Background: an optimization exercise with open tools, aiming at small area, a short achievable clock period and few clock cycles. Do not read the settings as production practice. Where RTL was checked, it was by simulation tests only, not by an equivalence proof against the original. For runs 2, 3 and 7, only the layout was checked, not whether the RTL still works. Power figures rest on the tool's default switching activity, not on a simulated workload.

`constraint.sdc`:
```
create_clock -name core_clock -period 8.0 [get_ports {clk}]
set_input_delay 1.6000 -clock core_clock [delete_from_list [all_inputs] [get_ports {clk}]]
set_output_delay 1.6000 -clock core_clock [all_outputs]
set_load 0.01 [all_outputs]
```
`design.v`:
```
module geofence ( clk,reset,X,Y,valid,is_inside);
input clk;
input reset;
input [9:0] X;
input [9:0] Y;
output reg valid;
output reg is_inside;
reg [3:0] cnt;
reg [9:0] px, py;        
reg [21:0] q5;           
reg [29:0] q4;           
reg [21:0] q3, q2, q1, q0;   
reg [15:0] m;            
reg prep;                
reg pass;                
reg two;
reg [3:0] ri;            
reg [2:0] pcnt;          
reg [2:0] rp;            
reg [2:0] cu, cw;        
reg [2:0] pu, pw;        
reg have_u, have_w;
reg [3:0] bcnt;          
reg signed [10:0] ux, uy, wx, wy;
reg signed [11:0] acc, d;
reg neg;                 
reg done, res;           
function [10:0] sub10;
    input [9:0] a, b;
    reg [10:0] g, p, gn, pn;
    integer l, j;
    begin
        g = {a & ~b, 1'b1};
        p = {~(a ^ b), 1'b0};
        for (l = 1; l < 16; l = l * 2) begin
            for (j = 0; j < 11; j = j + 1) begin
                if (j >= l) begin
                    gn[j] = g[j] | (p[j] & g[j-l]);
                    pn[j] = p[j] & p[j-l];
                end else begin
                    gn[j] = g[j];
                    pn[j] = p[j];
                end
            end
            g = gn;
            p = pn;
        end
        sub10 = {~g[10], ~(a ^ b) ^ g[9:0]};
    end
endfunction
wire signed [10:0] dx = sub10(X, px);
wire signed [10:0] dy = sub10(Y, py);
function neg13;
    input [12:0] a, b;
    reg [11:0] g, p, gn, pn;
    integer l, j;
    begin
        g = a[11:0] & b[11:0];
        p = a[11:0] | b[11:0];
        for (l = 1; l < 12; l = l * 2) begin
            for (j = 0; j < 12; j = j + 1) begin
                if (j >= l) begin
                    gn[j] = g[j] | (p[j] & g[j-l]);
                    pn[j] = p[j] & p[j-l];
                end else begin
                    gn[j] = g[j];
                    pn[j] = p[j];
                end
            end
            g = gn;
            p = pn;
        end
        neg13 = a[12] ^ b[12] ^ g[11];
    end
endfunction
wire signed [10:0] vx = q5[21:11];
wire signed [10:0] vy = q5[10:0];
wire [12:0] x1 = {{2{vx[10]}}, vx};          
wire [12:0] y1 = {{2{vy[10]}}, vy};          
wire [12:0] x2 = {vx[10], vx, 1'b0};         
wire [12:0] y2 = {vy[10], vy, 1'b0};         
wire [7:0] b;
assign b[0] = ~vy[10];                       
assign b[1] = ~neg13(y2, ~x1);               
assign b[2] = ~neg13(y1, ~x1);               
assign b[3] = ~neg13(y1, ~x2);               
assign b[4] = vx[10];                        
assign b[5] = neg13(y1, x2);                 
assign b[6] = neg13(y1, x1);                 
assign b[7] = neg13(y2, x1);                 
function [15:0] onehot;
    input [7:0] c;
    integer n;
    begin
        for (n = 0; n < 7; n = n + 1) begin
            onehot[n] = c[n] & ~c[n+1];
            onehot[n+8] = ~c[n] & c[n+1];
        end
        onehot[7] = c[7] & c[0];
        onehot[15] = ~c[7] & ~c[0];
    end
endfunction
function [3:0] encode;
    input [15:0] h;
    begin
        encode[0] = h[1] | h[3] | h[5] | h[7] | h[9] | h[11] | h[13] | h[15];
        encode[1] = h[2] | h[3] | h[6] | h[7] | h[10] | h[11] | h[14] | h[15];
        encode[2] = h[4] | h[5] | h[6] | h[7] | h[12] | h[13] | h[14] | h[15];
        encode[3] = |h[15:8];
    end
endfunction
wire [15:0] h4 = onehot(q4[29:22]);
wire [15:0] h5 = onehot(b);
genvar k;
wire [15:0] z = ~m;
wire [31:0] zz = {z, z};
wire [15:0] r7, r8;
generate
    for (k = 0; k < 16; k = k + 1) begin : g_run
        assign r7[k] = &zz[k+6:k];
        assign r8[k] = &zz[k+7:k];
    end
endgenerate
wire [31:0] r8r = {r8, r8};
wire [31:0] r7r = {r7, r7};
wire [15:0] outv, ambv;
generate
    for (k = 0; k < 16; k = k + 1) begin : g_dec
        assign outv[k] = |r8r[k+8:k+1];
        assign ambv[k] = ~outv[k] & (|r7r[k+9:k+1]);
    end
endgenerate
wire out = |(h5 & outv);
wire amb = |(h5 & ambv);
wire lo = |r7[7:0];
wire [15:0] rs = lo ? {8'd0, r7[7:0]} : r7;
wire in_i = h4[ri];
wire in_j = h4[{~ri[3], ri[2:0]}];
wire signed [10:0] qx = q4[21:11];
wire signed [10:0] qy = q4[10:0];
wire mdone = (bcnt == 4'd12);
wire signed [11:0] ta = wy[0] ? ux : 11'sd0;
wire signed [11:0] tb = wx[0] ? uy : 11'sd0;
wire signed [12:0] sum = (bcnt == 4'd11) ? (acc - d) : (acc + d);
wire nonneg = ~neg;
wire slow = (cnt == 4'd8) & ~valid;
always @(posedge clk or posedge reset) begin
    if (reset) begin
        cnt <= 4'd0;
        valid <= 1'b0;
    end else begin
        if (cnt == 4'd7) begin
            cnt <= 4'd8;
            valid <= ~amb;
        end else if (cnt == 4'd8) begin
            if (valid) begin
                cnt <= 4'd0;
                valid <= 1'b0;
            end else if (done)
                valid <= 1'b1;
        end else
            cnt <= cnt + 4'd1;
    end
end
always @(posedge clk) begin
    if (cnt == 4'd0) begin
        px <= X;
        py <= Y;
    end
    q5 <= (cnt >= 4'd7) ? q0 : {dx, dy};
    q4 <= {b, q5};
    q3 <= q4[21:0];
    q2 <= q3; q1 <= q2; q0 <= q1;
    if (cnt == 4'd2)
        m <= h5;
    else if ((cnt >= 4'd3) & (cnt <= 4'd7))
        m <= m | h5;
    if (cnt == 4'd7)
        is_inside <= ~out;
    else if (done)
        is_inside <= res;
end
wire pend = ~prep & (pcnt == 3'd6) & mdone;
wire lastpair = (pu == cu - 3'd1) & (pw == cw - 3'd1);
always @(*) begin
    done = 1'b0;
    res = 1'b0;
    if (slow & pend) begin
        if (nonneg) begin
            done = ~(two & ~pass);
            res = 1'b1;
        end else
            done = lastpair;
    end
end
always @(posedge clk) begin
    d <= ta - tb;
    if ((bcnt == 4'd0) | (bcnt >= 4'd11))
        acc <= 12'sd0;
    else
        acc <= sum >>> 1;
end
always @(posedge clk) begin
    if (~slow) begin
        prep <= 1'b1;
        pass <= 1'b0;
        pcnt <= 3'd0;
        cu <= 3'd0;
        cw <= 3'd0;
        pu <= 3'd0;
        pw <= 3'd0;
        have_u <= 1'b0;
        have_w <= 1'b0;
        bcnt <= 4'd15;
    end else begin
        if (bcnt <= 4'd11) begin
            bcnt <= bcnt + 4'd1;
            wx <= wx >>> 1;
            wy <= wy >>> 1;
        end
        if (bcnt == 4'd11)
            neg <= sum[12];
        rp <= (rp == 3'd5) ? 3'd0 : rp + 3'd1;
        if (prep) begin
            rp <= 3'd0;
            ri <= encode({rs[0], rs[15:1]});
            two <= lo & (|r7[15:8]);
            prep <= 1'b0;
        end else begin
            if ((pcnt == 3'd7) & (rp == 3'd5))
                pcnt <= 3'd0;
            if (pcnt < 3'd6) begin
                pcnt <= pcnt + 3'd1;
                if (in_i) begin
                    if (cu == pu) begin
                        ux <= qx;
                        uy <= qy;
                        have_u <= 1'b1;
                    end
                    cu <= cu + 3'd1;
                end
                if (in_j) begin
                    if (cw == pw) begin
                        wx <= qx;
                        wy <= qy;
                        have_w <= 1'b1;
                    end
                    cw <= cw + 3'd1;
                end
            end
            if (have_u & have_w & (bcnt == 4'd15))
                bcnt <= 4'd0;
            if (pend) begin
                if (nonneg) begin
                    pass <= 1'b1;
                    ri[3] <= ~ri[3];
                    pu <= 3'd0;
                    pw <= 3'd0;
                end else if (pw == cw - 3'd1) begin
                    pu <= pu + 3'd1;
                    pw <= 3'd0;
                end else
                    pw <= pw + 3'd1;
                pcnt <= 3'd7;
                cu <= 3'd0;
                cw <= 3'd0;
                have_u <= 1'b0;
                have_w <= 1'b0;
                bcnt <= 4'd15;
            end
        end
    end
end
endmodule
```
`config.mk`:
```
export PLATFORM = sky130hd
export DESIGN_NAME = geofence
export DESIGN_NICKNAME = geofence
export VERILOG_FILES = /design/flow/design.v
export SDC_FILE = /design/flow/constraint.sdc
export NUM_CORES = 4
export LEC_CHECK = 0
export ABC_AREA = 1
export CAP_MARGIN = 20
export CORE_MARGIN = 2
export CORE_UTILIZATION = 60
export CTS_BUF_LIST = sky130_fd_sc_hd__clkbuf_16
export CTS_CLUSTER_DIAMETER = 80
export CTS_CLUSTER_SIZE = 24
export PLACE_DENSITY = 0.9
export SETUP_SLACK_MARGIN = 5.0
export SLEW_MARGIN = 20
```
`run.sh`:
```
#!/bin/bash
# synth_recipe.tcl (not shown) runs the flow's synth.tcl, then flattens the netlist and writes it again
# the make line also repeats each setting of config.mk as NAME=value (left out here)
make -C /OpenROAD-flow-scripts/flow DESIGN_CONFIG=/design/flow/config.mk WORK_HOME=/design/flow/orfs CLKGATE_MAP_FILE= SYNTH_SCRIPT=/design/flow/synth_recipe.tcl finish
```
==> results.yml, run 1 <==
synthesis:
  synth_seq_cells: 281
  synthAdderAreaFrac_pct: 6.29
  synth_top_family_by_area: "simple AND/OR/NAND/NOR gates"
  synth_area_sq_um: 13600
  yosysTopAreaCell: "dfxtp_1"
  synth_simple_gate_area_share_pct: 24.4
  ys_seq_area_share_pct: 48.3
  synth_edf_count: 90
  synthFlopType: "dfxtp_1"
  synth_nets: 1744
  synthMuxAreaShare_pct: 0
  netlist_instances: 1655
  synth_xor_area_share_pct: 3.49
  synth_common_cells: "nand2_1, inv_1, dfxtp_1"
  yosysWarnings: 1
  synth.area.top_cells: "dfxtp_1, edfxtp_1, nand2_1"
  synth_compound_area_share_pct: 10.0
  postSynthAreaPerCell_sq_um: 8.20
  yosysMostFrequentCell: "nand2_1"
  yosys.area.top_type_share_pct: 27.5
  synth.distinct_cells: 50
  async_flop_share_pct: 1.78
drt:
  avgRoutedWirePerCell_microns: 16.9
  highest_layer: "met4"
  drt_iter0_drc: 1231
  viasPerCell: 5.73
  wl_mm: 33.4
  wl_met2_mm: 16.2
  vias: 11300
  wl_met3_mm: 2.37
  wl_met1_mm: 13.7
  first_pass_iters: 6
  drc: 0
  antenna_left: 0
clocking:
  tritoncts: "done"
  cts.clk_slew.worst_paths_ns: 0.10
  cts.sinks: 281
  insertion_delay_ns: 0.51
  cts_buffers: 17
  holdBufCountCts: 0
  clock_path_buffers: 3
  htree_levels: 1
  root_buffer: "clkbuf_16"
final_layout:
  layout.nets: 1771
  antenna-diode-count: 0
  drive_above_1_share_pct: 9.75
  stdcell_area_sq_um: 14900
  area_growth_pct: 9.85
  fillers: 1764
  seqCellArea_sq_um: 6560
  fin_util_pct: 66.4
  multi_input_area_sq_um: 6270
global_route:
  antenna_found_initial: 0
  grt_util_all_layers_pct: 27.9
  grt-ovfl-total: 0
  grt_pass1_vias: 10900
  grt_max_degree: 43
  grt_pass1_wl_mm: 53.7
hold_path:
  hold_path_class: "reg -> reg"
power:
  power_density_nw_per_um2: 371
  p_leak_nw: 7.00
  ir_worst_vdd_mv: 0.291
timing:
  finalHoldViolCount: 0
  period_needed_ns: 3.08
  slew_headroom_pct: 36.0
  hold_ws_ns: 0.310
  finalWorstSetupSlack_ns: 4.92
  period_share_pct: 38.5
  setup_viol: 0
  rsz0062_at_grt: "no"
  finalClockSkew_ns: 0.0278
  tns_ns: 0
  drv_slew: 0
  worst_pin_slew_ns: 0.957
  max_freq_mhz: 324
worst_setup_path:
  critical_path_arrival_ns: 3.44
  cp.required_ns: 8.36
  crit_fanout: 4
  start_kind: "input pin"
  endpoint_kind: "register"
  path_class: "in -> reg"
floorplanning:
  start_util_pct: 60.5
  die-area_sq_um: 23800
  die_y_microns: 154
  row_count: 55
  coreArea_sq_um: 22400
  die_x_microns: 154
  ios: 24
place:
  dp.final_hpwl_mm: 23.5
  placed_area_sq_um: 14000
  routabilityCongestion: 0.912
  dp_slack_ns: 4.19
  numPortBuffers: 23
flow_run:
  drv_cap: 0
run_status:
  status: "no timing/DRC/antenna violations"
-- worst paths after layout --
path / from / end / slack (ns) / cells after the start
min in group asynchronous: reset / cnt[0] / 1.28 / 2
min reg2reg: q3[0] / q2[0] / 0.31 / 0
min: q3[0] / q2[0] / 0.31 / 0
max reg2reg: bcnt[0] / acc[10] / 5.19 / 15
max: X[5] / q5[17] / 4.92 / 8
max in group asynchronous: reset / valid / 6.52 / 2
-- where the power goes --
part           switching, W  internal [W]
clock network      0.000495      0.000447
logic               0.00142      0.000671
registers          0.000439       0.00205
total               0.00236       0.00317
-- placed cells by master, fill, tap and decap left out, types with 18 or more instances in the layout --
cell	synthesis	layout
a21oi_1	64	59
a31oi_1	33	29
clkbuf_16	0	19
dfxtp_1	186	184
edfxtp_1	90	90
ha_1	65	56
inv_1	193	198
nand2_1	390	388
nand2_2	17	19
nand3_1	97	96
nand4_1	18	18
nor2_1	184	182
o21ai_0	77	69
o22ai_1	18	18
xnor2_1	20	20
xor2_1	34	34
-- critical path: stages --
cell and delay [ns]:
clkdlybuf4s50_1 0.44, ha_1 0.38, a21oi_1 0.23, inv_1 0.12, a31oi_2 0.23, buf_4 0.16, xor2_1 0.16, o21ai_0 0.12
-- kinds of logic after synthesis --
group,after synthesis
xor gates and xnor gates,54
and+or+nand+nor,768
AOI/OAI and AO/OA,239
DFF,281
adders and majority gates,67
buffers and inverters,246
-- stage by stage --
stage / power, W / instances
2_1_floorplan: 0.00386 / 1655
5_1_grt: 0.00586 / 1978
3_3_place_gp: 0.00435 / 1932
6_report: 0.00553 / 1978
3_5_place_dp: 0.00444 / 1932
4_1_cts: 0.00541 / 1969
-- sequential cells by signal (all words and copies together), names as in the netlist, 16 cells and up --
name / flops
q3: 22
m: 16
q0: 22
q2: 22
q4: 29
q1: 22
q5: 22
-- repair_timing --
| item | 4_1_cts | 5_1_grt |
|---|---|---|
| cloned | 1 | 1 |
| pin swaps | 12 | 12 |
| buffers inserted | 6 | 8 |
| gates resized for setup | 28 | 27 |
| setup endpoints to repair | 49 | 41 |
-- metal layers --
metal | global-route usage, % | vias up
li1 | - | 5451
met1 | 35.6 | 5298
met2 | 49.0 | 474
met3 | 4.03 | 103
met4 | 9.30 | 0
met5 | 0 | -
-- cell type report --
class | count | area share [%]
clock inverters | 11 | 0.588
multi-input cells | 1129 | 42.1
clock buffers | 19 | 3.19
inverters | 212 | 5.42
repair buffers | 40 | 2.32
well taps | 285 | 2.39
repair inverters | 1 | 0.0336
flip-flops and latches | 281 | 44.0
Testbench counts, summed over its fixed seeds: cycles 7,195.
==> run 2, diff against run 1 <==
--- a/design.v
+++ b/design.v
@@ -6,11 +6,9 @@
 output reg valid;
 output reg is_inside;
 reg [3:0] cnt;
-reg [9:0] px, py;        
 reg [21:0] q5;           
 reg [29:0] q4;           
 reg [21:0] q3, q2, q1, q0;   
-reg [15:0] m;            
 reg prep;                
 reg pass;                
 reg two;
@@ -22,6 +20,9 @@
 reg have_u, have_w;
 reg [3:0] bcnt;          
 reg signed [10:0] ux, uy, wx, wy;
+wire [9:0] px = ux[9:0];
+wire [9:0] py = uy[9:0];
+wire [15:0] m = {wx[4:0], wy};
 reg signed [11:0] acc, d;
 reg neg;                 
 reg done, res;           
@@ -163,18 +164,10 @@
     end
 end
 always @(posedge clk) begin
-    if (cnt == 4'd0) begin
-        px <= X;
-        py <= Y;
-    end
     q5 <= (cnt >= 4'd7) ? q0 : {dx, dy};
     q4 <= {b, q5};
     q3 <= q4[21:0];
     q2 <= q3; q1 <= q2; q0 <= q1;
-    if (cnt == 4'd2)
-        m <= h5;
-    else if ((cnt >= 4'd3) & (cnt <= 4'd7))
-        m <= m | h5;
     if (cnt == 4'd7)
         is_inside <= ~out;
     else if (done)
@@ -202,6 +195,14 @@
 end
 always @(posedge clk) begin
     if (~slow) begin
+        if (cnt == 4'd0) begin
+            ux <= {1'b0, X};
+            uy <= {1'b0, Y};
+        end
+        if (cnt == 4'd2)
+            {wx[4:0], wy} <= h5;
+        else if ((cnt >= 4'd3) & (cnt <= 4'd7))
+            {wx[4:0], wy} <= m | h5;
         prep <= 1'b1;
         pass <= 1'b0;
         pcnt <= 3'd0;
--- a/config.mk
+++ b/config.mk
@@ -12,6 +12,6 @@
 export CTS_BUF_LIST = sky130_fd_sc_hd__clkbuf_16
 export CTS_CLUSTER_DIAMETER = 80
 export CTS_CLUSTER_SIZE = 24
-export PLACE_DENSITY = 0.9
+export PLACE_DENSITY = 0.75
 export SETUP_SLACK_MARGIN = 5.0
 export SLEW_MARGIN = 20
==> run 2 against run 1 <==
  * Global-route usage is 1.2 points higher
  * Still clean on timing, DRC and antenna
  * Utilization is 1.4 points higher
  * First-iteration DRC count is 29% lower
  * Largest power group is now combinational cells
  * Routed wire length is 1.9% higher
==> results.yml, run 2 <==
synthesis:
  synth_common_cells: "nand2_1, inv_1, dfxtp_1"
  yosysWarnings: 1
  postSynthAreaPerCell_sq_um: 7.46
  synth_seq_cells: 245
  synth.distinct_cells: 52
  yosysTopAreaCell: "dfxtp_1"
  yosys.area.top_type_share_pct: 28.5
  netlist_instances: 1752
  ys_seq_area_share_pct: 41.9
  yosysMostFrequentCell: "nand2_1"
  synth_nets: 1841
  synthFlopType: "dfxtp_1"
  synth_edf_count: 54
  synth.area.top_cells: "dfxtp_1, nand2_1, edfxtp_1"
  async_flop_share_pct: 2.04
  synth_area_sq_um: 13100
worst_setup_path:
  r2r_start: "bcnt[0]"
  crit_fanout: 4
  cp.required_ns: 8.37
  r2r_cells: 14
  start_kind: "input pin"
  path_class: "in -> reg"
  reg2reg_slack_ns: 5.15
  critPathLaunch: "X[2]"
  endpoint_kind: "register"
  critical_path_arrival_ns: 3.29
drt:
  drt_iter0_drc: 878
  first_pass_iters: 6
  viasPerCell: 5.55
  vias: 11400
  antenna_left: 0
  avgRoutedWirePerCell_microns: 16.5
  drc: 0
  wl_mm: 34.1
clocking:
  cts.clk_slew.worst_paths_ns: 0.10
  htree_levels: 1
  cts_buffers: 15
  clock_path_buffers: 3
  insertion_delay_ns: 0.51
  holdBufCountCts: 0
  root_buffer: "clkbuf_16"
  tritoncts: "done"
  cts.sinks: 245
timing:
  slew_headroom_pct: 54.7
  rsz0062_at_grt: "no"
  worst_pin_slew_ns: 0.679
  finalClockSkew_ns: 0.0256
  finalWorstSetupSlack_ns: 5.08
  max_freq_mhz: 343
  period_share_pct: 36.4
  period_needed_ns: 2.92
  finalHoldViolCount: 0
  tns_ns: 0
  drv_slew: 0
  setup_viol: 0
run_status:
  status: "no timing/DRC/antenna violations"
power:
  clkPwrFrac_pct: 13.6
  pwr-share-comb_pct: 47.2
  seqPwrFrac_pct: 39.2
  swShare_pct: 46.7
  netSwitchingPower_w: 0.00274
  ir_worst_vdd_mv: 0.469
  p_int_w: 0.00312
  p_leak_nw: 7.02
  power_density_nw_per_um2: 407
final_layout:
  layout.nets: 1866
  largest_reg_flops: 29
  final_common_cell: "nand2_1"
  regMostFlops: "q4"
  drive_above_1_share_pct: 10.2
  area_growth_pct: 10.1
  antenna-diode-count: 0
  final_cell_mix: "nand2_1, inv_1, dfxtp_1"
place:
  dp.final_hpwl_mm: 25.0
  routabilityCongestion: 0.984
  dp_slack_ns: 4.28
  numPortBuffers: 23
global_route:
  grt_max_degree: 60
  grt-ovfl-total: 0
  antenna_found_initial: 0
  grt_util_all_layers_pct: 29.1
  grt_pass1_vias: 10400
  grt_pass1_wl_mm: 52.5
floorplanning:
  die_x_microns: 152
  row_count: 53
  die-area_sq_um: 23000
  die_y_microns: 152
  ios: 24
  start_util_pct: 61.6
  coreArea_sq_um: 21200
flow_run:
  drv_cap: 0
hold_path:
  hold_start: "q2[5]"
  hold_path_depth: 0
  hold_path_class: "reg -> reg"
run 2: cell count changes after synthesis, moves of 6 or more:
cell	before	now
nand2_1	390	471
edfxtp_1	90	54
o21ai_0	77	108
inv_1	193	218
a31oi_1	33	20
o22ai_1	18	7
buf_2	7	17
nor2_1	184	174
o211ai_1	6	15
clkbuf_1	11	18
nand4_1	18	24
run 2: final cells by class:
type                    count  area, sq um
clock buffers              15          375
clock inverters            11         83.8
fillers                  1807         6830
inverters                 233          875
multi-input cells        1233         6800
flip-flops and latches    245         5480
well taps                 275          344
repair buffers             49          435
run 2: cells by family (layout without fill, tap and decap cells):
family | Yosys count | after routing | share of synthesized area, %
AOI/OAI and AO/OA | 254 | 254 | 11.0
buffers and inverters | 275 | 308 | 8.26
adders and majority gates | 67 | 67 | 6.53
and+or+nand+nor | 861 | 862 | 29.0
DFF | 245 | 245 | 41.9
xor gates and xnor gates | 50 | 50 | 3.35
run 2: power groups by stage:
stage / clock network [W] / logic [W] / registers (W)
final: 0.000798 / 0.00276 / 0.00230
after global routing: 0.000846 / 0.00308 / 0.00235
after CTS: 0.000804 / 0.00259 / 0.00231
after detailed placement: 0 / 0.00255 / 0.00233
after global placement: 0 / 0.00251 / 0.00232
after floorplan: 0 / 0.00204 / 0.00207
run 2: through the flow:
stage | instance area, sq um | hold WS (ns) | util (%) | total power [W] | std cells
global placement | 13500 | 0.310 | 63.7 | 0.00483 | 2012
global route | 14400 | 0.328 | 67.8 | 0.00628 | 2061
finish | 14400 | 0.319 | 67.8 | 0.00586 | 2061
floorplan | 13100 | 0.310 | - | 0.00411 | 1752
CTS | 14100 | 0.327 | 66.6 | 0.00571 | 2046
detailed placement | 13500 | 0.312 | 63.7 | 0.00488 | 2012
run 2: per-layer routing:
layer | wire [microns] | up-vias | GRT usage (%)
li1 | - | 5706 | -
met1 | 15100 | 5275 | 39.4
met2 | 15900 | 387 | 49.5
met3 | 2190 | 66 | 3.41
met4 | 895 | 0 | 7.82
met5 | 0 | - | 0
run 2: what timing repair did:
action	CTS	global route
resized for setup	23	36
setup endpoints to repair	43	62
pin swaps	12	16
buffers inserted	8	14
gates cloned	0	1
hold endpoints to repair	0	0
run 2: final timing paths:
path	end
max in group asynchronous	valid
min	q1[5]
min in group asynchronous	cnt[2]
min reg2reg	q1[5]
max reg2reg	neg
max	q5[20]
run 2: critical path, cell delays in order:
cell           delay (ns)
dlygate4sd2_1        0.27
ha_4                 0.27
a21oi_1              0.18
nand2_1              0.16
a21boi_4             0.20
o21ai_2              0.08
a21oi_1              0.13
nor2_1               0.06
nor2_1               0.11
xor2_1               0.15
o21ai_0              0.08
==> run 3, diff against run 2 <==
--- a/design.v
+++ b/design.v
@@ -7,7 +7,7 @@
 output reg is_inside;
 reg [3:0] cnt;
 reg [21:0] q5;           
-reg [29:0] q4;           
+reg [25:0] q4;           
 reg [21:0] q3, q2, q1, q0;   
 reg prep;                
 reg pass;                
@@ -110,7 +110,6 @@
         encode[3] = |h[15:8];
     end
 endfunction
-wire [15:0] h4 = onehot(q4[29:22]);
 wire [15:0] h5 = onehot(b);
 genvar k;
 wire [15:0] z = ~m;
@@ -135,8 +134,8 @@
 wire amb = |(h5 & ambv);
 wire lo = |r7[7:0];
 wire [15:0] rs = lo ? {8'd0, r7[7:0]} : r7;
-wire in_i = h4[ri];
-wire in_j = h4[{~ri[3], ri[2:0]}];
+wire in_i = (q4[25:22] == ri);
+wire in_j = (q4[25:22] == {~ri[3], ri[2:0]});
 wire signed [10:0] qx = q4[21:11];
 wire signed [10:0] qy = q4[10:0];
 wire mdone = (bcnt == 4'd12);
@@ -165,7 +164,7 @@
 end
 always @(posedge clk) begin
     q5 <= (cnt >= 4'd7) ? q0 : {dx, dy};
-    q4 <= {b, q5};
+    q4 <= {encode(h5), q5};
     q3 <= q4[21:0];
     q2 <= q3; q1 <= q2; q0 <= q1;
     if (cnt == 4'd7)
==> run 3 against run 2 <==
  * Register-to-register slack got worse by 0.13 ns
  * Largest power group unchanged
  * Die area decreased by 2.8%
  * Total power decreased by 4.1%
  * Synthesized cell count decreased by 2.4%
  * Sequential cell count decreased by 3
  * Utilization decreased by 1.3 points
  * Critical endpoint unchanged
  * Clock skew increased by 0.014 ns
  * Cell count decreased by 2.2%
  * Hold slack improved by 0.0092 ns
  * Count of clock-buffer cells in the layout unchanged
  * Combinational power decreased by 5%
==> results.yml, run 3 <==
synthesis:
  netlist_instances: 1710
  async_flop_share_pct: 2.07
  synthFlopType: "dfxtp_1"
  synthMuxAreaShare_pct: 0
  synth.distinct_cells: 54
  yosysWarnings: 1
  synthAdderAreaFrac_pct: 6.72
  synth_compound_area_share_pct: 9.91
  yosys.area.top_type_share_pct: 28.9
  synth_xor_area_share_pct: 3.56
  ys_seq_area_share_pct: 42.6
  synth_simple_gate_area_share_pct: 29.2
  postSynthAreaPerCell_sq_um: 7.42
  synth_area_sq_um: 12700
  yosysMostFrequentCell: "nand2_1"
  synth.area.top_cells: "dfxtp_1, nand2_1, edfxtp_1"
  yosysTopAreaCell: "dfxtp_1"
  synth_common_cells: "nand2_1, inv_1, nor2_1"
  synth_nets: 1799
  synth_seq_cells: 242
  synth_top_family_by_area: "simple AND/OR/NAND/NOR gates"
  synth_edf_count: 54
worst_setup_path:
  endpoint_kind: "register"
  path_class: "in -> reg"
  cp.required_ns: 8.35
  start_kind: "input pin"
  critical_path_arrival_ns: 3.35
  crit_fanout: 2
drt:
  vias: 11100
  first_pass_iters: 7
  viasPerCell: 5.51
  antenna_left: 0
  avgRoutedWirePerCell_microns: 16.0
  drt_iter0_drc: 823
  wl_mm: 32.2
  drc: 0
run_status:
  status: "no timing/DRC/antenna violations"
flow_run:
  drv_cap: 0
timing:
  tns_ns: 0
  worst_pin_slew_ns: 1.03
  finalWorstSetupSlack_ns: 5.00
  setup_viol: 0
  max_freq_mhz: 333
  finalClockSkew_ns: 0.0395
  period_needed_ns: 3.00
  finalHoldViolCount: 0
  rsz0062_at_grt: "yes"
  drv_slew: 0
  slew_headroom_pct: 30.9
  period_share_pct: 37.5
global_route:
  grt_pass1_vias: 10400
  grt-ovfl-total: 0
  grt_max_degree: 50
  grt_pass1_wl_mm: 51.4
  antenna_found_initial: 1
  grt_util_all_layers_pct: 28.9
power:
  ir_worst_vdd_mv: 0.445
  power_density_nw_per_um2: 404
  p_leak_nw: 6.88
floorplanning:
  die_x_microns: 149
  die_y_microns: 149
  coreArea_sq_um: 20900
  row_count: 53
  ios: 24
  start_util_pct: 60.7
  die-area_sq_um: 22300
clocking:
  holdBufCountCts: 0
  insertion_delay_ns: 0.50
  htree_levels: 1
  cts.sinks: 242
  cts.clk_slew.worst_paths_ns: 0.09
  root_buffer: "clkbuf_16"
  clock_path_buffers: 3
  tritoncts: "done"
  cts_buffers: 14
final_layout:
  antenna-diode-count: 0
  finalNonFillerCells: 2016
  final_cell_mix: "nand2_1, inv_1, nor2_1"
  regMostFlops: "q4"
  area_growth_pct: 9.53
  layout.nets: 1822
  fillers: 1813
  stdcell_area_sq_um: 13900
  drive_above_1_share_pct: 8.50
  final_common_cell: "nand2_1"
  largest_reg_flops: 26
place:
  numPortBuffers: 23
  routabilityCongestion: 0.949
  dp.final_hpwl_mm: 24.3
  dp_slack_ns: 4.21
  placed_area_sq_um: 13200
  place_inst: 1975
hold_path:
  hold_path_class: "reg -> reg"
## run 3: worst max-delay path: stages
cell             delay [ns]
clkdlybuf4s50_1        0.45
ha_2                   0.21
a21oi_1                0.14
inv_1                  0.08
a31oi_4                0.17
o21ai_1                0.12
a21oi_1                0.15
nor2_1                 0.05
nor2_1                 0.10
xor2_1                 0.16
o21ai_0                0.11
## run 3: layout make-up
class,instances,area [sq um],area share [%]
timing repair buffer,42,383,2.75
inverter,228,856,6.16
multi-input combinational,1205,6470,46.5
sequential,242,5410,38.9
clock buffer,15,375,2.70
clock inverter,9,58.8,0.423
tap,275,344,2.48
## run 3: report_power, final
group / internal [W] / leakage (nW) / switching [W] / total (W)
combinational: 0.000869 / 4.57 / 0.00174 / 0.00261
clock: 0.000350 / 0.233 / 0.000400 / 0.000750
sequential: 0.00181 / 2.08 / 0.000453 / 0.00226
total: 0.00302 / 6.88 / 0.00259 / 0.00562
## run 3: through the flow
step | util, % | total power [W] | hold slack [ns]
final | 66.5 | 0.00562 | 0.328
after floorplan | - | 0.00400 | 0.310
after global routing | 66.5 | 0.00605 | 0.337
after detailed placement | 63.2 | 0.00475 | 0.312
after CTS | 65.8 | 0.00554 | 0.327
after global placement | 63.2 | 0.00468 | 0.310
## run 3: final timing paths
path	start	endpoint	slack [ns]	cells after the start
worst max-delay path	X[3]	q5[20]	5.00	11
worst max register to register	q5[21]	is_inside	5.02	15
max in group asynchronous	reset	cnt[3]	6.49	2
min in group asynchronous	reset	cnt[1]	1.33	2
worst min-delay path	q1[6]	q0[6]	0.33	0
worst min register to register	q1[6]	q0[6]	0.33	0
## run 3: cell families (layout without fill, tap and decap cells)
| family | Yosys count | count (layout) |
|---|---|---|
| and+or+nand+nor | 869 | 869 |
| buffers and inverters | 263 | 294 |
| DFF | 242 | 242 |
| AOI/OAI and AO/OA | 219 | 219 |
| adders and majority gates | 67 | 67 |
| xor gates and xnor gates | 50 | 50 |
## run 3: per-layer routing
layer  vias to the layer above  wire length (microns)  GRT usage [%]
met5                         -                      0              0
met4                         0                    811           7.62
met3                        63                   1840           2.77
met2                       374                  15300           49.1
met1                      5142                  14300           39.6
li1                       5527                      -              -
## run 3: repair_timing
| item | CTS | global route |
|---|---|---|
| setup buffers | 10 | 7 |
| hold endpoints to repair | 0 | 0 |
| pin swaps | 8 | 7 |
| gates resized for setup | 16 | 29 |
| setup endpoints to repair | 17 | 27 |
==> run 4, diff against run 3 <==
--- a/design.v
+++ b/design.v
@@ -24,7 +24,6 @@
 wire [9:0] py = uy[9:0];
 wire [15:0] m = {wx[4:0], wy};
 reg signed [11:0] acc, d;
-reg neg;                 
 reg done, res;           
 function [10:0] sub10;
     input [9:0] a, b;
@@ -138,11 +137,11 @@
 wire in_j = (q4[25:22] == {~ri[3], ri[2:0]});
 wire signed [10:0] qx = q4[21:11];
 wire signed [10:0] qy = q4[10:0];
-wire mdone = (bcnt == 4'd12);
+wire mdone = (bcnt == 4'd11);
 wire signed [11:0] ta = wy[0] ? ux : 11'sd0;
 wire signed [11:0] tb = wx[0] ? uy : 11'sd0;
 wire signed [12:0] sum = (bcnt == 4'd11) ? (acc - d) : (acc + d);
-wire nonneg = ~neg;
+wire nonneg = ~sum[12];
 wire slow = (cnt == 4'd8) & ~valid;
 always @(posedge clk or posedge reset) begin
     if (reset) begin
@@ -218,8 +217,6 @@
             wx <= wx >>> 1;
             wy <= wy >>> 1;
         end
-        if (bcnt == 4'd11)
-            neg <= sum[12];
         rp <= (rp == 3'd5) ? 3'd0 : rp + 3'd1;
         if (prep) begin
             rp <= 3'd0;
==> run 4 against run 3 <==
  * Critical endpoint is now is_inside
  * Design area rose by 1.1%
  * Cell count fell by 1.1%
  * Worst setup slack improved by 0.062 ns
  * Non-clock buffer count fell by 4
  * Combinational power rose by 3%
  * Fmax rose by 2.1%
  * Sequential power fell by 2%
  * Hold slack got worse by 0.016 ns
  * First-iteration DRC count rose by 0.73%
  * Largest cell class unchanged
==> results.yml, run 4 <==
run_status:
  status: "no timing/DRC/antenna violations"
timing:
  period_needed_ns: 2.94
  rsz0062_at_grt: "yes"
  finalClockSkew_ns: 0.0328
  finalHoldViolCount: 0
  max_freq_mhz: 340
  slew_headroom_pct: 34.5
  period_share_pct: 36.8
  tns_ns: 0
  setup_viol: 0
  drv_slew: 0
  worst_pin_slew_ns: 0.979
  hold_ws_ns: 0.312
synthesis:
  synth_area_sq_um: 12700
  synth_seq_cells: 241
  synthFlopType: "dfxtp_1"
  synth.distinct_cells: 53
  yosys.area.top_type_share_pct: 28.8
  postSynthAreaPerCell_sq_um: 7.51
  netlist_instances: 1693
  async_flop_share_pct: 2.07
  yosysMostFrequentCell: "nand2_1"
  synth_nets: 1782
  synth.area.top_cells: "dfxtp_1, nand2_1, edfxtp_1"
  yosysTopAreaCell: "dfxtp_1"
  synth_edf_count: 53
  yosysWarnings: 1
  synth_common_cells: "nand2_1, nor2_1, inv_1"
  ys_seq_area_share_pct: 42.3
place:
  dp.final_hpwl_mm: 23.9
  routabilityCongestion: 0.969
  numPortBuffers: 23
global_route:
  grt_max_degree: 43
  grt_util_all_layers_pct: 28.3
  grt_pass1_wl_mm: 50.6
  grt_pass1_vias: 10200
  antenna_found_initial: 0
  grt-ovfl-total: 0
hold_path:
  holdPathEnd: "q0[9]"
  hold_start: "q1[9]"
  hold_path_depth: 0
  hold_path_class: "reg -> reg"
drt:
  antenna_left: 0
  first_pass_iters: 5
  avgRoutedWirePerCell_microns: 16.0
  drc: 0
  vias: 11000
  drt_iter0_drc: 829
  viasPerCell: 5.50
  wl_mm: 31.9
worst_setup_path:
  cp_cell_sequence: "clkdlybuf4s50_1"
  critical_path_arrival_ns: 1.34
  r2r_start: "bcnt[0]"
  start_kind: "register"
  crit_fanout: 1
  path_class: "reg -> out"
  reg2reg_to: "ri[3]"
  path_buf_inv: 1
  reg2reg_slack_ns: 5.10
  endpoint_kind: "output port"
  cp_slowest_cell: "clkdlybuf4s50_1"
  crit_family: "buffers and inverters"
  r2r_cells: 17
  cp.required_ns: 6.40
  critical-path-max-stage-delay_ns: 0.52
floorplanning:
  ios: 24
  coreArea_sq_um: 20900
  row_count: 53
  die_x_microns: 150
  die_y_microns: 150
  start_util_pct: 60.9
  die-area_sq_um: 22400
clocking:
  htree_levels: 1
  root_buffer: "clkbuf_16"
  cts.sinks: 241
  clock_path_buffers: 3
  holdBufCountCts: 0
  cts.clk_slew.worst_paths_ns: 0.10
  insertion_delay_ns: 0.50
  cts_buffers: 14
  tritoncts: "done"
power:
  netSwitchingPower_w: 0.00261
  power_density_nw_per_um2: 402
  swShare_pct: 46.2
  p_leak_nw: 6.72
  ir_worst_vdd_mv: 0.397
  seqPwrFrac_pct: 39.2
  pwr-share-comb_pct: 47.8
  clkPwrFrac_pct: 13.0
  p_int_w: 0.00304
flow_run:
  drv_cap: 0
final_layout:
  layout.nets: 1799
  final_common_cell: "nand2_1"
  largest_reg_flops: 26
  final_cell_mix: "nand2_1, nor2_1, inv_1"
  fin_util_pct: 67.2
  regMostFlops: "q4"
  area_growth_pct: 10.4
  drive_above_1_share_pct: 12.0
## run 4: worst max-delay path by stage
stage              start         to  depth (start not counted)
2_1_floorplan       X[2]     q5[20]                         10
3_3_place_gp        X[2]     q5[20]                         11
3_5_place_dp        X[2]     q5[20]                         11
4_1_cts             d[0]      ri[3]                         13
5_1_grt          bcnt[0]      ri[3]                         17
6_report       is_inside  is_inside                          1
## run 4: what timing repair did
| item | CTS | global route |
|---|---|---|
| gates cloned | 0 | 0 |
| buffers inserted | 4 | 8 |
| endpoints found under the setup margin | 28 | 39 |
| gates resized for setup | 31 | 61 |
| pin swaps | 10 | 14 |
## run 4: power by group through the flow
stage | sequential [W] | combinational (W) | clock, W
global route | 0.00227 | 0.00304 | 0.000790
detailed placement | 0.00222 | 0.00253 | 0
global placement | 0.00221 | 0.00249 | 0
CTS | 0.00221 | 0.00257 | 0.000750
finish | 0.00221 | 0.00270 | 0.000737
floorplan | 0.00201 | 0.00202 | 0
## run 4: kinds of logic after synthesis
group | count (synthesis) | share of synthesized area, %
xor+xnor | 54 | 3.78
buf+inv | 244 | 7.52
compound gates | 222 | 9.80
fa+ha+maj | 67 | 6.71
simple gates | 865 | 29.9
flops | 241 | 42.3
## run 4: stage by stage
| step | worst slack, ns | power, W | cells | cell area, sq um |
|---|---|---|---|---|
| after CTS | 4.98 | 0.00552 | 1985 | 13800 |
| after global routing | 4.90 | 0.00609 | 1993 | 14000 |
| after global placement | 4.29 | 0.00470 | 1957 | 13200 |
| final | 5.06 | 0.00565 | 1994 | 14000 |
| after detailed placement | 4.26 | 0.00476 | 1957 | 13200 |
| after floorplan | 5.00 | 0.00403 | 1693 | 12800 |
## run 4: cell type report
cell class                 instances  area [sq um]
inverter                         207           779
multi-input combinational       1208          6770
sequential                       241          5390
clock inverter                    10          68.8
timing repair buffer              38           342
tap                              275           344
antenna                            1          2.50
clock buffer                      14           350
fill                            1744          6840
## run 4: per-layer routing
metal  vias up  global-route usage, %  routed length [microns]
li1       5476                      -                        -
met1      5131                   38.9                    14400
met2       315                   47.8                    15000
met3        48                   2.29                     1720
met4         0                   8.19                      731
met5         -                      0                        0
Testbench counts of run 4, summed over its fixed seeds: cycles 7,162.
==> run 5, diff against run 4 <==
--- a/config.mk
+++ b/config.mk
@@ -12,6 +12,7 @@
 export CTS_BUF_LIST = sky130_fd_sc_hd__clkbuf_16
 export CTS_CLUSTER_DIAMETER = 80
 export CTS_CLUSTER_SIZE = 24
+export GPL_TIMING_DRIVEN = 0
 export PLACE_DENSITY = 0.75
 export SETUP_SLACK_MARGIN = 5.0
 export SLEW_MARGIN = 20
==> run 5 against run 4 <==
  * Clock skew hardly changed
  * Utilization is 0.71 points higher
  * First-iteration DRC count is 8.1% higher
  * Sequential power decreased by 3%
  * Worst setup slack worse by 0.11 ns
  * Critical endpoint is now q5[9]
==> results.yml, run 5 <==
drt:
  first_pass_iters: 6
  viasPerCell: 5.48
  antenna_left: 0
  drc: 0
  avgRoutedWirePerCell_microns: 16.5
  wl_mm: 33.3
  vias: 11100
  drt_iter0_drc: 896
clocking:
  tritoncts: "done"
  htree_levels: 1
  clock_path_buffers: 3
  cts.clk_slew.worst_paths_ns: 0.09
  cts.sinks: 241
  insertion_delay_ns: 0.50
  holdBufCountCts: 0
  root_buffer: "clkbuf_16"
  cts_buffers: 14
timing:
  rsz0062_at_grt: "yes"
  worst_pin_slew_ns: 0.958
  period_needed_ns: 3.05
  finalHoldViolCount: 0
  setup_viol: 0
  period_share_pct: 38.2
  max_freq_mhz: 328
  finalWorstSetupSlack_ns: 4.95
  drv_slew: 0
  slew_headroom_pct: 36.1
  tns_ns: 0
  finalClockSkew_ns: 0.0326
floorplanning:
  die-area_sq_um: 22400
  row_count: 53
  ios: 24
  coreArea_sq_um: 20900
  die_y_microns: 150
  start_util_pct: 60.9
  die_x_microns: 150
hold_path:
  hold_path_class: "reg -> reg"
  hold_start: "q2[19]"
global_route:
  grt-ovfl-total: 0
  grt_util_all_layers_pct: 29.7
  grt_pass1_vias: 10600
  grt_pass1_wl_mm: 52.6
  antenna_found_initial: 0
  grt_max_degree: 26
worst_setup_path:
  endpoint_kind: "register"
  r2r_start: "bcnt[1]"
  critical_path_arrival_ns: 3.39
  cp.required_ns: 8.34
  crit_fanout: 2
  critPathLaunch: "Y[3]"
  start_kind: "input pin"
  path_class: "in -> reg"
final_layout:
  drive_above_1_share_pct: 12.6
  area_growth_pct: 11.6
  final_common_cell: "nand2_1"
  fillers: 1814
  final_cell_mix: "nand2_1, nor2_1, inv_1"
  regMostFlops: "q4"
  antenna-diode-count: 0
  largest_reg_flops: 26
  fin_util_pct: 68.0
  multi_input_area_sq_um: 6780
  seqCellArea_sq_um: 5390
  layout.nets: 1831
power:
  ir_worst_vdd_mv: 0.494
  p_leak_nw: 6.82
  power_density_nw_per_um2: 404
run_status:
  status: "no timing/DRC/antenna violations"
synthesis:
  synthAdderAreaFrac_pct: 6.71
  yosysWarnings: 1
  synth_nets: 1782
  ys_seq_area_share_pct: 42.3
  synth.distinct_cells: 53
  synth_area_sq_um: 12700
  yosysTopAreaCell: "dfxtp_1"
  synth_edf_count: 53
  synthFlopType: "dfxtp_1"
  synthMuxAreaShare_pct: 0
  synth_common_cells: "nand2_1, nor2_1, inv_1"
  netlist_instances: 1693
  synth_seq_cells: 241
  synth_simple_gate_area_share_pct: 29.9
  synth_compound_area_share_pct: 9.80
  yosys.area.top_type_share_pct: 28.8
  postSynthAreaPerCell_sq_um: 7.51
  synth_top_family_by_area: "simple AND/OR/NAND/NOR gates"
  synth.area.top_cells: "dfxtp_1, nand2_1, edfxtp_1"
  yosysMostFrequentCell: "nand2_1"
  async_flop_share_pct: 2.07
  synth_xor_area_share_pct: 3.78
place:
  dp_slack_ns: 4.20
  dp.final_hpwl_mm: 25.4
  routabilityCongestion: 0.933
  numPortBuffers: 23
flow_run:
  drv_cap: 0
==> run 5: cell counts after synthesis <==
Identical to the previous run, type by type.
==> run 5: stage by stage <==
| stage | std cells | cell area, sq um | hold WS (ns) | power (W) |
|---|---|---|---|---|
| after floorplan | 1693 | 12800 | 0.310 | 0.00403 |
| after global placement | 1991 | 13400 | 0.310 | 0.00477 |
| after detailed placement | 1991 | 13400 | 0.312 | 0.00485 |
| after CTS | 2022 | 14000 | 0.313 | 0.00563 |
| after global routing | 2025 | 14200 | 0.319 | 0.00620 |
| final | 2025 | 14200 | 0.320 | 0.00574 |
==> run 5: per-layer routing <==
layer	global-route usage [%]	wire, microns	vias up
li1	-	-	5541
met2	49.6	15700	307
met5	0	0	-
met4	11.4	1180	0
met3	2.53	1680	67
met1	40.3	14700	5189
==> run 5: critical path, cell delays in order <==
cell and delay (ns):
clkdlybuf4s50_1 0.45, ha_2 0.22, a21oi_2 0.16, inv_1 0.10, a31oi_4 0.18, o21ai_2 0.10
a21oi_1 0.14, nor2_1 0.05, nor2_1 0.10, xor2_1 0.15, o21ai_0 0.12
==> run 5: cell type report <==
type	instances	share of cell area, %
buffer	37	1.28
clock buffer	14	2.47
timing repair buffer	33	2.12
multi-input combinational	1208	47.8
inverter	207	5.49
sequential	241	38.0
clock inverter	10	0.494
tap	275	2.42
==> run 5: logic make-up (layout without fill, tap and decap cells) <==
logic type / after synthesis / count (layout)
and+or+nand+nor: 865 / 865
adders and majority gates: 67 / 67
AOI/OAI and AO/OA: 222 / 222
DFF: 241 / 241
xor gates and xnor gates: 54 / 54
buffers and inverters: 244 / 301
==> run 5: worst paths after layout <==
kind / to / slack [ns] / cells after the start
min reg2reg: q1[19] / 0.32 / 0
max in group asynchronous: cnt[1] / 6.51 / 2
max reg2reg: is_inside / 5.09 / 21
min in group asynchronous: valid / 1.32 / 2
min: q1[19] / 0.32 / 0
max: q5[9] / 4.95 / 11
==> run 5: power breakdown <==
part           total, W  switching, W  internal [W]
Sequential      0.00214      0.000340       0.00180
Clock          0.000739      0.000408      0.000331
Combinational   0.00286       0.00192      0.000946
==> run 5: repair_timing <==
item,CTS,global route
setup buffers,7,3
pin swaps,20,18
gates resized for setup,40,55
endpoints found under the setup margin,18,23
==> run 6, diff against run 5 <==
--- a/config.mk
+++ b/config.mk
@@ -10,9 +10,8 @@
 export CORE_MARGIN = 2
 export CORE_UTILIZATION = 60
 export CTS_BUF_LIST = sky130_fd_sc_hd__clkbuf_16
-export CTS_CLUSTER_DIAMETER = 80
-export CTS_CLUSTER_SIZE = 24
-export GPL_TIMING_DRIVEN = 0
+export CTS_CLUSTER_DIAMETER = 60
+export CTS_CLUSTER_SIZE = 32
 export PLACE_DENSITY = 0.75
 export SETUP_SLACK_MARGIN = 5.0
 export SLEW_MARGIN = 20
==> run 6 against run 5 <==
  * Still clean
  * Hold slack got worse by 0.021 ns
  * Clock power rose by 3.7%
  * Synthesized cell count unchanged
  * Critical path depth increased by 5
  * Die area is the same
  * Area after synthesis is the same
  * Sequential power increased by 3%
  * Sequential share of layout area grew 0.39 points
  * Highest routed layer unchanged
==> results.yml, run 6 <==
run_status:
  status: "no timing/DRC/antenna violations"
clocking:
  cts.sinks: 241
  htree_levels: 1
  cts_buffers: 15
  root_buffer: "clkbuf_16"
  insertion_delay_ns: 0.50
  tritoncts: "done"
  holdBufCountCts: 0
  clock_path_buffers: 3
  cts.clk_slew.worst_paths_ns: 0.10
final_layout:
  area_growth_pct: 10.4
  regMostFlops: "q4"
  seqCellArea_sq_um: 5390
  final_cell_mix: "nand2_1, nor2_1, inv_1"
  final_common_cell: "nand2_1"
  layout.nets: 1798
  multi_input_area_sq_um: 6760
  fillers: 1732
  largest_reg_flops: 26
  drive_above_1_share_pct: 11.9
floorplanning:
  start_util_pct: 60.9
  die-area_sq_um: 22400
  die_x_microns: 150
  row_count: 53
  die_y_microns: 150
  ios: 24
  coreArea_sq_um: 20900
drt:
  first_pass_iters: 5
  viasPerCell: 5.48
  drc: 0
  antenna_left: 0
  avgRoutedWirePerCell_microns: 16.0
  vias: 10900
  drt_iter0_drc: 831
  wl_mm: 31.8
worst_setup_path:
  path_class: "reg -> reg"
  cp_cell_sequence: "inv_1, ha_2, or2_2, xor2_1, ha_1, nand3_1, nand3_2, inv_2, nor2_2, nor2_2, o21ai_2, nand2_2, nand2_4, xor2_4, nand3_2, o21ai_2"
  cp_slowest_cell: "dfxtp_2"
  endpoint_kind: "register"
  crit_fanout: 4
  cp.required_ns: 8.18
  start_kind: "register"
  critical-path-max-stage-delay_ns: 0.36
  critical_path_arrival_ns: 3.10
synthesis:
  synth.distinct_cells: 53
  yosysTopAreaCell: "dfxtp_1"
  yosys.area.top_type_share_pct: 28.8
  yosysWarnings: 1
  async_flop_share_pct: 2.07
  synth.area.top_cells: "dfxtp_1, nand2_1, edfxtp_1"
  synth_nets: 1782
  synth_edf_count: 53
  synth_common_cells: "nand2_1, nor2_1, inv_1"
  yosysMostFrequentCell: "nand2_1"
  synthFlopType: "dfxtp_1"
  netlist_instances: 1693
  synth_area_sq_um: 12700
  ys_seq_area_share_pct: 42.3
  synth_seq_cells: 241
  postSynthAreaPerCell_sq_um: 7.51
timing:
  slew_headroom_pct: 33.3
  rsz0062_at_grt: "yes"
  period_share_pct: 36.5
  finalClockSkew_ns: 0.0401
  period_needed_ns: 2.92
  finalHoldViolCount: 0
  setup_viol: 0
  worst_pin_slew_ns: 0.996
  tns_ns: 0
  max_freq_mhz: 342
  drv_slew: 0
global_route:
  grt_max_degree: 43
  grt_pass1_wl_mm: 50.6
  grt_util_all_layers_pct: 28.3
  grt-ovfl-total: 0
  grt_pass1_vias: 10300
  antenna_found_initial: 0
hold_path:
  hold_path_class: "reg -> reg"
power:
  power_w: 0.00568
  swShare_pct: 46.2
  seqPwrFrac_pct: 39.0
  clkPwrFrac_pct: 13.5
  ir_worst_vdd_mv: 0.396
  power_density_nw_per_um2: 404
  p_leak_nw: 6.73
  netSwitchingPower_w: 0.00262
  pwr-share-comb_pct: 47.5
  p_int_w: 0.00306
place:
  numPortBuffers: 23
  routabilityCongestion: 0.969
  dp.final_hpwl_mm: 23.9
flow_run:
  drv_cap: 0
run 6: layout make-up:
cell class	instances	share of cell area (%)
Clock inverter	10	0.534
Clock buffer	15	2.67
Antenna cell	1	0.0178
Timing Repair Buffer	36	2.33
Multi-Input combinational cell	1208	48.1
Inverter	207	5.55
Tap cell	275	2.45
Sequential cell	241	38.4
run 6: path summary, 6_finish.rpt:
path / startpoint / end / slack, ns / depth (start not counted)
max reg2reg: d[1] / ri[3] / 5.08 / 16
min: q2[10] / q1[10] / 0.30 / 0
min reg2reg: q2[10] / q1[10] / 0.30 / 0
max: d[1] / ri[3] / 5.08 / 16
max in group asynchronous: reset / cnt[0] / 6.50 / 2
min in group asynchronous: reset / valid / 1.33 / 2
run 6: kinds of logic after synthesis:
kind of cell | synth area share [%]
flops | 42.3
simple gates | 29.9
compound gates | 9.80
buf+inv | 7.52
fa+ha+maj | 6.71
xor+xnor | 3.78
run 6: repair_timing:
| item | in CTS | in global routing |
|---|---|---|
| setup buffers | 3 | 7 |
| resized for setup | 29 | 59 |
| endpoints found under the setup margin | 26 | 53 |
| pin swaps | 10 | 20 |
run 6: layer usage:
| metal | GRT usage, % | up-vias | share of wire [%] |
|---|---|---|---|
| met5 | 0 | - | 0 |
| met4 | 9.57 | 0 | 3.0 |
| met3 | 3.32 | 60 | 5.2 |
| met2 | 47.1 | 325 | 46 |
| met1 | 38.5 | 5068 | 46 |
| li1 | - | 5478 | - |
run 6: metrics by stage:
stage	utilization (%)	cell area [sq um]	setup WS [ns]	hold WS, ns	instances
global placement	63.3	13200	4.29	0.310	1957
detailed placement	63.3	13200	4.26	0.312	1957
finish	67.3	14000	5.08	0.299	1993
global route	67.2	14000	4.91	0.304	1992
floorplan	-	12800	5.00	0.310	1693
CTS	66.0	13800	4.96	0.294	1985
run 6: power by group through the flow:
stage | registers (W) | clock network, W | logic (W)
6_report | 0.00221 | 0.000766 | 0.00270
3_5_place_dp | 0.00222 | 0 | 0.00253
5_1_grt | 0.00227 | 0.000824 | 0.00303
4_1_cts | 0.00221 | 0.000778 | 0.00256
2_1_floorplan | 0.00201 | 0 | 0.00202
3_3_place_gp | 0.00221 | 0 | 0.00249
run 6: critical path, delay by kind of cell (launching register included):
family | cells | cell delay, ns
adders and majority gates | 2 | 0.49
buffers and inverters | 2 | 0.12
and+or+nand+nor | 8 | 0.98
xor gates and xnor gates | 2 | 0.38
DFF | 1 | 0.36
AOI/OAI and AO/OA | 2 | 0.27
==> run 7, diff against run 6 <==
--- a/design.v
+++ b/design.v
@@ -23,7 +23,8 @@
 wire [9:0] px = ux[9:0];
 wire [9:0] py = uy[9:0];
 wire [15:0] m = {wx[4:0], wy};
-reg signed [11:0] acc, d;
+reg signed [11:0] acc;
+reg signed [13:0] d;
 reg done, res;           
 function [10:0] sub10;
     input [9:0] a, b;
@@ -137,11 +138,16 @@
 wire in_j = (q4[25:22] == {~ri[3], ri[2:0]});
 wire signed [10:0] qx = q4[21:11];
 wire signed [10:0] qy = q4[10:0];
-wire mdone = (bcnt == 4'd11);
-wire signed [11:0] ta = wy[0] ? ux : 11'sd0;
-wire signed [11:0] tb = wx[0] ? uy : 11'sd0;
-wire signed [12:0] sum = (bcnt == 4'd11) ? (acc - d) : (acc + d);
-wire nonneg = ~sum[12];
+wire mdone = (bcnt == 4'd6);
+wire lastbit = (bcnt == 4'd5);
+wire signed [13:0] ta1 = (lastbit ? wx[0] : wy[0]) ? (lastbit ? uy : ux) : 11'sd0;
+wire signed [13:0] tb1 = (lastbit ? wy[0] : wx[0]) ? (lastbit ? ux : uy) : 11'sd0;
+wire signed [13:0] ux2 = ux;
+wire signed [13:0] uy2 = uy;
+wire signed [13:0] ta2 = (~lastbit & wy[1]) ? (ux2 <<< 1) : 14'sd0;
+wire signed [13:0] tb2 = (~lastbit & wx[1]) ? (uy2 <<< 1) : 14'sd0;
+wire signed [13:0] sum = acc + d;
+wire nonneg = ~sum[13];
 wire slow = (cnt == 4'd8) & ~valid;
 always @(posedge clk or posedge reset) begin
     if (reset) begin
@@ -185,11 +191,11 @@
     end
 end
 always @(posedge clk) begin
-    d <= ta - tb;
-    if ((bcnt == 4'd0) | (bcnt >= 4'd11))
+    d <= ta1 + ta2 - tb1 - tb2;
+    if ((bcnt == 4'd0) | (bcnt >= 4'd6))
         acc <= 12'sd0;
     else
-        acc <= sum >>> 1;
+        acc <= sum >>> 2;
 end
 always @(posedge clk) begin
     if (~slow) begin
@@ -212,10 +218,10 @@
         have_w <= 1'b0;
         bcnt <= 4'd15;
     end else begin
-        if (bcnt <= 4'd11) begin
+        if (bcnt <= 4'd6) begin
             bcnt <= bcnt + 4'd1;
-            wx <= wx >>> 1;
-            wy <= wy >>> 1;
+            wx <= wx >>> 2;
+            wy <= wy >>> 2;
         end
         rp <= (rp == 3'd5) ? 3'd0 : rp + 3'd1;
         if (prep) begin
--- a/config.mk
+++ b/config.mk
@@ -10,8 +10,8 @@
 export CORE_MARGIN = 2
 export CORE_UTILIZATION = 60
 export CTS_BUF_LIST = sky130_fd_sc_hd__clkbuf_16
-export CTS_CLUSTER_DIAMETER = 60
-export CTS_CLUSTER_SIZE = 32
+export CTS_CLUSTER_DIAMETER = 80
+export CTS_CLUSTER_SIZE = 24
 export PLACE_DENSITY = 0.75
 export SETUP_SLACK_MARGIN = 5.0
 export SLEW_MARGIN = 20
==> run 7 against run 6 <==
  * Still clean
  * Sequential cell count up 2
  * Register-to-register slack got worse by 0.93 ns
  * Worst setup slack got worse by 0.93 ns
  * Routed wire length is 14% higher
  * Cell count up 6.2%
  * Sequential share of layout area down 2.4 points
  * Count of clock-buffer cells in the layout stayed put
  * First-iteration DRC count is 33% higher
  * Global-route usage is 1.5 points higher
  * Hold slack improved by 0.0089 ns
  * Fmax decreased by 24%
  * Critical path type unchanged
  * Largest cell class unchanged
==> results.yml, run 7 <==
timing:
  finalClockSkew_ns: 0.0545
  drv_slew: 0
  max_freq_mhz: 260
  rsz0062_at_grt: "yes"
  hold_ws_ns: 0.307
  setup_viol: 0
  finalWorstSetupSlack_ns: 4.15
  period_needed_ns: 3.85
  period_share_pct: 48.1
  finalHoldViolCount: 0
  worst_pin_slew_ns: 1.08
  slew_headroom_pct: 27.6
  tns_ns: 0
place:
  placed_area_sq_um: 14000
  dp_slack_ns: 3.67
  dp.final_hpwl_mm: 26.2
  numPortBuffers: 23
  routabilityCongestion: 0.952
  place_inst: 2050
worst_setup_path:
  crit_fanout: 6
  reg2reg_to: "d[12]"
  cp.required_ns: 8.38
  r2r_cells: 21
  endpoint: "d[12]"
  reg2reg_slack_ns: 4.15
  start_kind: "register"
  critPathLaunch: "bcnt[1]"
  r2r_start: "bcnt[1]"
  critical_path_arrival_ns: 4.23
  endpoint_kind: "register"
  path_class: "reg -> reg"
synthesis:
  synth_common_cells: "nand2_1, nor2_1, inv_1"
  synth_nets: 1897
  synth_area_sq_um: 13300
  synth.distinct_cells: 52
  synth.area.top_cells: "dfxtp_1, nand2_1, edfxtp_1"
  synth_seq_cells: 243
  yosysTopAreaCell: "dfxtp_1"
  synthFlopType: "dfxtp_1"
  yosysMostFrequentCell: "nand2_1"
  postSynthAreaPerCell_sq_um: 7.46
  ys_seq_area_share_pct: 40.8
  yosys.area.top_type_share_pct: 27.9
  async_flop_share_pct: 2.06
  netlist_instances: 1782
  yosysWarnings: 1
  synth_edf_count: 53
final_layout:
  stdcell_area_sq_um: 15100
  largest_reg_flops: 26
  drive_above_1_share_pct: 12.3
  final_cell_mix: "nand2_1, nor2_1, inv_1"
  regMostFlops: "q4"
  layout.nets: 1943
  finalNonFillerCells: 2117
  area_growth_pct: 13.6
  final_common_cell: "nand2_1"
floorplanning:
  start_util_pct: 61.1
  row_count: 54
  die_x_microns: 153
  ios: 24
  coreArea_sq_um: 21800
  die_y_microns: 153
  die-area_sq_um: 23400
drt:
  avgRoutedWirePerCell_microns: 17.1
  vias: 11800
  antenna_left: 0
  drc: 0
  drt_iter0_drc: 1103
  wl_mm: 36.2
  first_pass_iters: 7
  viasPerCell: 5.57
clocking:
  clock_path_buffers: 3
  cts_buffers: 15
  tritoncts: "done"
  holdBufCountCts: 0
  htree_levels: 1
  insertion_delay_ns: 0.50
  root_buffer: "clkbuf_16"
  cts.clk_slew.worst_paths_ns: 0.09
  cts.sinks: 243
power:
  ir_worst_vdd_mv: 0.435
  seqPwrFrac_pct: 28.9
  clkPwrFrac_pct: 10.0
  pwr-share-comb_pct: 61.1
  p_leak_nw: 7.27
  power_density_nw_per_um2: 509
  swShare_pct: 46.6
  p_int_w: 0.00410
  netSwitchingPower_w: 0.00358
global_route:
  grt_util_all_layers_pct: 29.8
  grt_pass1_vias: 11100
  antenna_found_initial: 0
  grt_pass1_wl_mm: 56.5
  grt-ovfl-total: 0
  grt_max_degree: 52
run_status:
  status: "no timing/DRC/antenna violations"
hold_path:
  hold_path_class: "reg -> reg"
flow_run:
  drv_cap: 0
run 7: changes by cell type after synthesis, sizes merged, moves of 6 or more:
| cell | change |
|---|---|
| o21ai | +6 |
| nor2 | +9 |
| nand2 | +26 |
| fa | +21 |
| inv | +20 |
| clkbuf | +7 |
| or2 | -8 |
| o211ai | +8 |
| a211oi | +7 |
run 7: metal layers:
layer,GRT usage (%),wire length [microns],vias to the layer above
li1,-,-,5840
met1,41.1,16100,5485
met2,50.0,16900,380
met3,2.58,1830,94
met4,9.74,1350,0
met5,0,0,-
run 7: layout make-up:
cell class | instances | area, sq um
antenna | 1 | 2.50
sequential | 243 | 5430
fill | 1769 | 6650
inverter | 224 | 851
timing repair buffer | 65 | 578
multi-input combinational | 1279 | 7450
clock inverter | 10 | 70.1
clock buffer | 15 | 375
tap | 280 | 350
run 7: worst min path at each step:
stage | cells after the start | from | slack (ns) | end
after floorplan | 0 | q1[0] | 0.31 | q0[0]
after global placement | 0 | q2[0] | 0.31 | q1[0]
after detailed placement | 0 | q2[10] | 0.31 | q1[10]
after CTS | 0 | q1[6] | 0.31 | q0[6]
after global routing | 0 | q1[6] | 0.31 | q0[6]
final | 0 | q1[6] | 0.31 | q0[6]
run 7: repair_timing:
action / CTS / global route
pin swaps: 46 / 19
gates resized for setup: 56 / 39
endpoints found under the setup margin: 23 / 66
cloned: 3 / 0
setup buffers: 26 / 12
run 7: logic make-up after synthesis:
| group | synth area share, % |
|---|---|
| flops | 40.8 |
| simple gates | 27.7 |
| buf+inv | 7.59 |
| compound gates | 10.9 |
| fa+ha+maj | 10.0 |
| xor+xnor | 3.03 |
run 7: through the flow:
step,power [W],util [%]
after CTS,0.00726,68.3
after floorplan,0.00510,-
after detailed placement,0.00604,64.3
after global routing,0.00828,69.4
final,0.00769,69.5
after global placement,0.00592,64.3
run 7: critical path: stages, from the launching register on:
cell and delay, ns:
dfxtp_4 0.36, inv_4 0.06, ha_4 0.16, nand3_4 0.16
o21ai_4 0.25, o211ai_1 0.16, fa_1 0.55, inv_2 0.04
fa_1 0.55, inv_2 0.05, ha_4 0.25, a21oi_2 0.14
o21ai_2 0.08, a21oi_2 0.14, nor2_1 0.06, o21ai_1 0.14
nand2_1 0.10, nand2_1 0.08, inv_1 0.06, o21ai_1 0.13
nand2_1 0.08, xor2_1 0.14
run 7: power groups by stage:
stage / clock (W) / sequential [W] / combinational, W
after global placement: 0 / 0.00221 / 0.00372
after global routing: 0.000825 / 0.00227 / 0.00518
after CTS: 0.000783 / 0.00221 / 0.00427
after detailed placement: 0 / 0.00223 / 0.00381
after floorplan: 0 / 0.00204 / 0.00306
final: 0.000772 / 0.00222 / 0.00469

==> re-timing with driven ports <==
Ports are ideal in the flow. The routed layouts listed here were re-timed in OpenROAD.
Step 1: set_driving_cell puts a clkbuf_16 on clk and a buf_2 on each other input, an assumption about the parent block.
Step 2 moves the port delays by t, midway between the first and last clock arrival at a register: inputs arrive t later, outputs are due t later. That takes back most of the time a late clock gives input paths.
Slacks: ideal ports / drivers / drivers and shift; pairs: ideal ports / drivers.
run | t (ns) | setup slack, ns | hold WS [ns]
run 1 | 0.546 | 4.917 / 4.935 / 4.390 | 0.310 / 0.310 / 0.310
run 2 | 0.536 | 5.084 / 5.109 / 4.573 | 0.319 / 0.319 / 0.319
run 3 | 0.524 | 4.998 / 5.005 / 4.498 | 0.328 / 0.328 / 0.328
run 4 | 0.532 | 5.060 / 5.013 / 4.586 | 0.312 / 0.312 / 0.312
run 5 | 0.534 | 4.948 / 4.973 / 4.439 | 0.320 / 0.320 / 0.320
run 6 | 0.519 | 5.079 / 5.043 / 4.590 | 0.299 / 0.299 / 0.299
run 7 | 0.518 | 4.149 / 4.149 / 4.149 | 0.307 / 0.307 / 0.307
After both steps every run listed still meets setup and hold. For run 1, which loses most, drivers alone change the setup slack by +0.018 ns; drivers and shift together by -0.527 ns.
